Context: an optimization exercise on an open-source flow, tuned for small area, a short achievable clock period and few clock cycles. The choices shown serve that exercise and are no tape-out recipe.
RTL that was checked went through simulation tests only; none was proved equivalent to the original.

==> flow/design.v <==
module ECE564MyDesign
	    (
            input  wire               xxx__dut__run            ,
            output reg                dut__xxx__busy           ,
            input  wire               clk                      ,
            input  wire               reset_b                  ,
            output reg  [11:0]        dut__sram__write_address  ,
            output reg  [15:0]        dut__sram__write_data     ,
            output reg                dut__sram__write_enable   ,
            output wire [11:0]        dut__sram__read_address   ,
            input  wire [15:0]        sram__dut__read_data      ,
            output wire [11:0]        dut__gmem__read_address   ,
            input  wire [15:0]        gmem__dut__read_data      ,
            output wire [11:0]        dut__tanhmem__read_address     ,
            input  wire [15:0]        tanhmem__dut__read_data
            );
function [71:0] csa;
	input [35:0] x, y, z;
	begin
		csa = {(x & y) | (x & z) | (y & z), x ^ y ^ z};
	end
endfunction
function [23:0] brec;
	input [15:0] y;
	integer k;
	reg [2:0] d;
	begin
		for (k = 0; k < 8; k = k + 1) begin
			d = (k == 0) ? {y[1:0], 1'b0} : y[2*k-1 +: 3];
			brec[k]      = d[1] ^ d[0];
			brec[8 + k]  = (d == 3'b011) | (d == 3'b100);
			brec[16 + k] = d[2] & ~(d[1] & d[0]);
		end
	end
endfunction
function [71:0] booth8;
	input [15:0] x;
	input [23:0] yr;
	integer k;
	reg [7:0]  ng;
	reg [16:0] mag, pk;
	reg [35:0] r0, r1, r2, r3, r4, r5, r6, r7, r8, rk;
	reg [71:0] a1, a2, a3, b1, b2, c1, e1;
	begin
		ng = yr[23:16];
		for (k = 0; k < 8; k = k + 1) begin
			mag = ({x[15], x} & {17{yr[k]}}) | ({x, 1'b0} & {17{yr[8 + k]}});
			pk = mag ^ {17{ng[k]}};
			rk = {19'd0, ~pk[16], pk[15:0]} << (2*k);
			if (k > 0)
				rk = rk | ({35'd0, ng[k-1]} << (2*k-2));
			case (k)
				0: r0 = rk;  1: r1 = rk;  2: r2 = rk;  3: r3 = rk;
				4: r4 = rk;  5: r5 = rk;  6: r6 = rk;  default: r7 = rk;
			endcase
		end
		r8 = 36'hFAAAB0000 | {21'd0, ng[7], 14'd0};
		a1 = csa(r0, r1, r2);
		a2 = csa(r3, r4, r5);
		a3 = csa(r6, r7, r8);
		b1 = csa(a1[35:0], {a1[70:36], 1'b0}, a2[35:0]);
		b2 = csa({a2[70:36], 1'b0}, a3[35:0], {a3[70:36], 1'b0});
		c1 = csa(b1[35:0], {b1[70:36], 1'b0}, b2[35:0]);
		e1 = csa(c1[35:0], {c1[70:36], 1'b0}, {b2[70:36], 1'b0});
		booth8 = {e1[70:36], 1'b0, e1[35:0]};
	end
endfunction
reg  [12:0] n;
wire [3:0]  p = n[3:0];
wire [8:0]  q = n[12:4];
always @(posedge clk)
	if (!reset_b)
		n <= 13'd0;
	else
		n <= (n + 13'd1) & {13{xxx__dut__run | dut__xxx__busy}};
assign dut__sram__read_address = {3'b000, n[11:8], n[3:0], 1'b0};
assign dut__gmem__read_address = {3'b000, n[7:4],  n[3:0], 1'b0};
reg ph_first, ph_first_hi, ph_cap, ph_tl, ph_tu, ph_ld;
always @(posedge clk) begin
	ph_first <= (p == 4'd2);                
	ph_first_hi <= (p == 4'd2) & (dut__xxx__busy | xxx__dut__run);    
	ph_cap   <= (p == 4'd2) & dut__xxx__busy;    
	ph_tl    <= (p == 4'd4);
	ph_tu    <= (p == 4'd5);
	ph_ld    <= (p == 4'd6);
end
reg [15:0] xr;
reg [23:0] gr;                           
always @(posedge clk) begin
	xr <= sram__dut__read_data;
	gr <= brec(gmem__dut__read_data);
end
reg  [35:0] ms, mc;
reg  [35:0] acc;
always @(posedge clk) begin
	{mc, ms} <= booth8(xr, gr);
	acc <= (acc & {{18{~ph_first_hi}}, {18{~ph_first}}}) + ms + mc;
end
wire        s   = acc[35];
wire [35:0] Ap  = acc ^ {36{s}};
wire        sat = (|Ap[35:32]) | (s & (&Ap[31:0]));
reg         neg, sat_r;
reg  [23:0] F;
reg  [8:0]  taddr;
reg  [15:0] tL;
assign dut__tanhmem__read_address = {2'b00, taddr, 1'b0};
always @(posedge clk) begin
	if (ph_cap) begin
		neg   <= acc[35];
		F     <= Ap[23:0];
	end
	sat_r <= sat;                                        
	taddr <= ph_cap ? (sat ? 9'd255 : {1'b0, Ap[31:24]})   
	                : taddr + {8'd0, ~sat_r};            
	if (ph_tl)
		tL <= tanhmem__dut__read_data;
end
reg  [18:0] Dsh;
reg  [24:0] H;
reg  [2:0]  bd;
wire [24:0] mg0 = bd[1] ? {F, 1'b0} : bd[0] ? {1'b0, F} : 25'd0;
wire [27:0] T   = {{2{H[24]}}, H, bd[2]} + {({2'd0, mg0} ^ {27{bd[2]}}), bd[2]};
wire [17:0] D1  = {2'b00, Dsh[16:1]} + {2'b11, ~tL};           
wire [2:0]  dn  = ph_ld ? {D1[1:0], 1'b1} : Dsh[4:2];        
always @(posedge clk) begin
	if (ph_tu)
		Dsh <= {2'b00, tanhmem__dut__read_data, 1'b0};       
	else if (ph_ld)
		Dsh <= {D1, 1'b1};
	else
		Dsh <= {{2{Dsh[18]}}, Dsh[18:2]};
	if (ph_ld)
		H   <= {{7{D1[17]}}, D1} & {25{neg}};
	else
		H   <= T[27:3];
	bd <= {dn[2] & ~(dn[1] & dn[0]), (dn == 3'b011) | (dn == 3'b100), dn[1] ^ dn[0]};
end
wire [15:0] R = (tL + H[21:6]) ^ {16{neg}};
always @(posedge clk) begin
	if (!reset_b) begin
		dut__xxx__busy          <= 1'b0;
		dut__sram__write_enable <= 1'b0;
	end else begin
		if (xxx__dut__run)
			dut__xxx__busy <= 1'b1;
		else if (q == 9'd257 && p == 4'd2)
			dut__xxx__busy <= 1'b0;
		dut__sram__write_enable <= dut__xxx__busy && p == 4'd1 && q >= 9'd2 && q <= 9'd257;
	end
	dut__sram__write_data    <= R;
	dut__sram__write_address <= {3'b001, q[7:0] - 8'd2, 1'b0};
end
endmodule
clock: 11.0 ns
lec_check: 0
abc_clock_period_in_ps: 3500
cap_margin: 20
core_margin: 2
core_utilization: 60
cts_buf_list: sky130_fd_sc_hd__clkbuf_8 sky130_fd_sc_hd__clkbuf_16
cts_cluster_diameter: 120
cts_cluster_size: 24
slew_margin: 20
standard.sh (not shown) runs the stock make flow with config.mk's settings and CLKGATE_MAP_FILE= SYNTH_SCRIPT=/design/flow/synth_recipe.tcl, a recipe that flattens the netlist after the stock synthesis.
==> flow/flow/run.sh <==
#!/bin/bash
# Standard layout (the standard.sh, the design's constraint.sdc), with
#  - the port buffers made with the smallest plain buffer.
set -euo pipefail
bash standard.sh SETUP_SLACK_MARGIN=7.7 \
  "BUFFER_PORTS_ARGS=-buffer_cell sky130_fd_sc_hd__buf_1" \
  finish > flow_standard.log 2>&1
Next try:
--- a/flow/design.v
+++ b/flow/design.v
@@ -73,14 +73,13 @@
 		n <= 13'd0;
 	else
 		n <= (n + 13'd1) & {13{xxx__dut__run | dut__xxx__busy}};
 assign dut__sram__read_address = {3'b000, n[11:8], n[3:0], 1'b0};
 assign dut__gmem__read_address = {3'b000, n[7:4],  n[3:0], 1'b0};
-reg ph_first, ph_first_hi, ph_cap, ph_tl, ph_tu, ph_ld;
+reg ph_first, ph_cap, ph_tl, ph_tu, ph_ld;
 always @(posedge clk) begin
 	ph_first <= (p == 4'd2);                
-	ph_first_hi <= (p == 4'd2) & (dut__xxx__busy | xxx__dut__run);    
 	ph_cap   <= (p == 4'd2) & dut__xxx__busy;    
 	ph_tl    <= (p == 4'd4);
 	ph_tu    <= (p == 4'd5);
 	ph_ld    <= (p == 4'd6);
 end
@@ -92,11 +91,11 @@
 end
 reg  [35:0] ms, mc;
 reg  [35:0] acc;
 always @(posedge clk) begin
 	{mc, ms} <= booth8(xr, gr);
-	acc <= (acc & {{18{~ph_first_hi}}, {18{~ph_first}}}) + ms + mc;
+	acc <= (ph_first ? 36'd0 : acc) + ms + mc;
 end
 wire        s   = acc[35];
 wire [35:0] Ap  = acc ^ {36{s}};
 wire        sat = (|Ap[35:32]) | (s & (&Ap[31:0]));
 reg         neg, sat_r;
Worst setup slack gains 290 ps. Count of clock-buffer cells in the layout does not change. Sequential share of layout area barely changes. Synthesized cell count increases by 2.1%. Fmax is higher by 8.9%. Global-route usage rose by 0.71 points. Final cell count is higher by 0.93%. Routed wire length rose by 3.1%.
Testbench counts after the change, summed over its fixed seeds: cycles 98,784.
Only the layout flow was run in the first run of this note; the RTL was not checked for function there.

[static timing again, ports no longer ideal]
Ports are ideal in the flow. The routed layouts listed here were re-timed in OpenROAD.
Step 1 assumes that a clkbuf_16 drives the clock port and a buf_2 every other input.
Step 2, shift: input delay + t, output delay - t, t = (earliest + latest rising clock arrival at the registers) / 2. This alone moves slack from input paths to output paths.
a / b / c = no drivers / after step 1 / after step 2; a / b = the first two.
run	shift t [ns]	setup WS [ns]	worst setup path after step 2	worst slew at a driven data input, ns
the first run	0.548	7.440 / 7.440 / 7.440	register to register	0.04
the second run	0.554	7.732 / 7.690 / 7.732	register to register	0.04
After both steps every run listed still meets setup and hold.
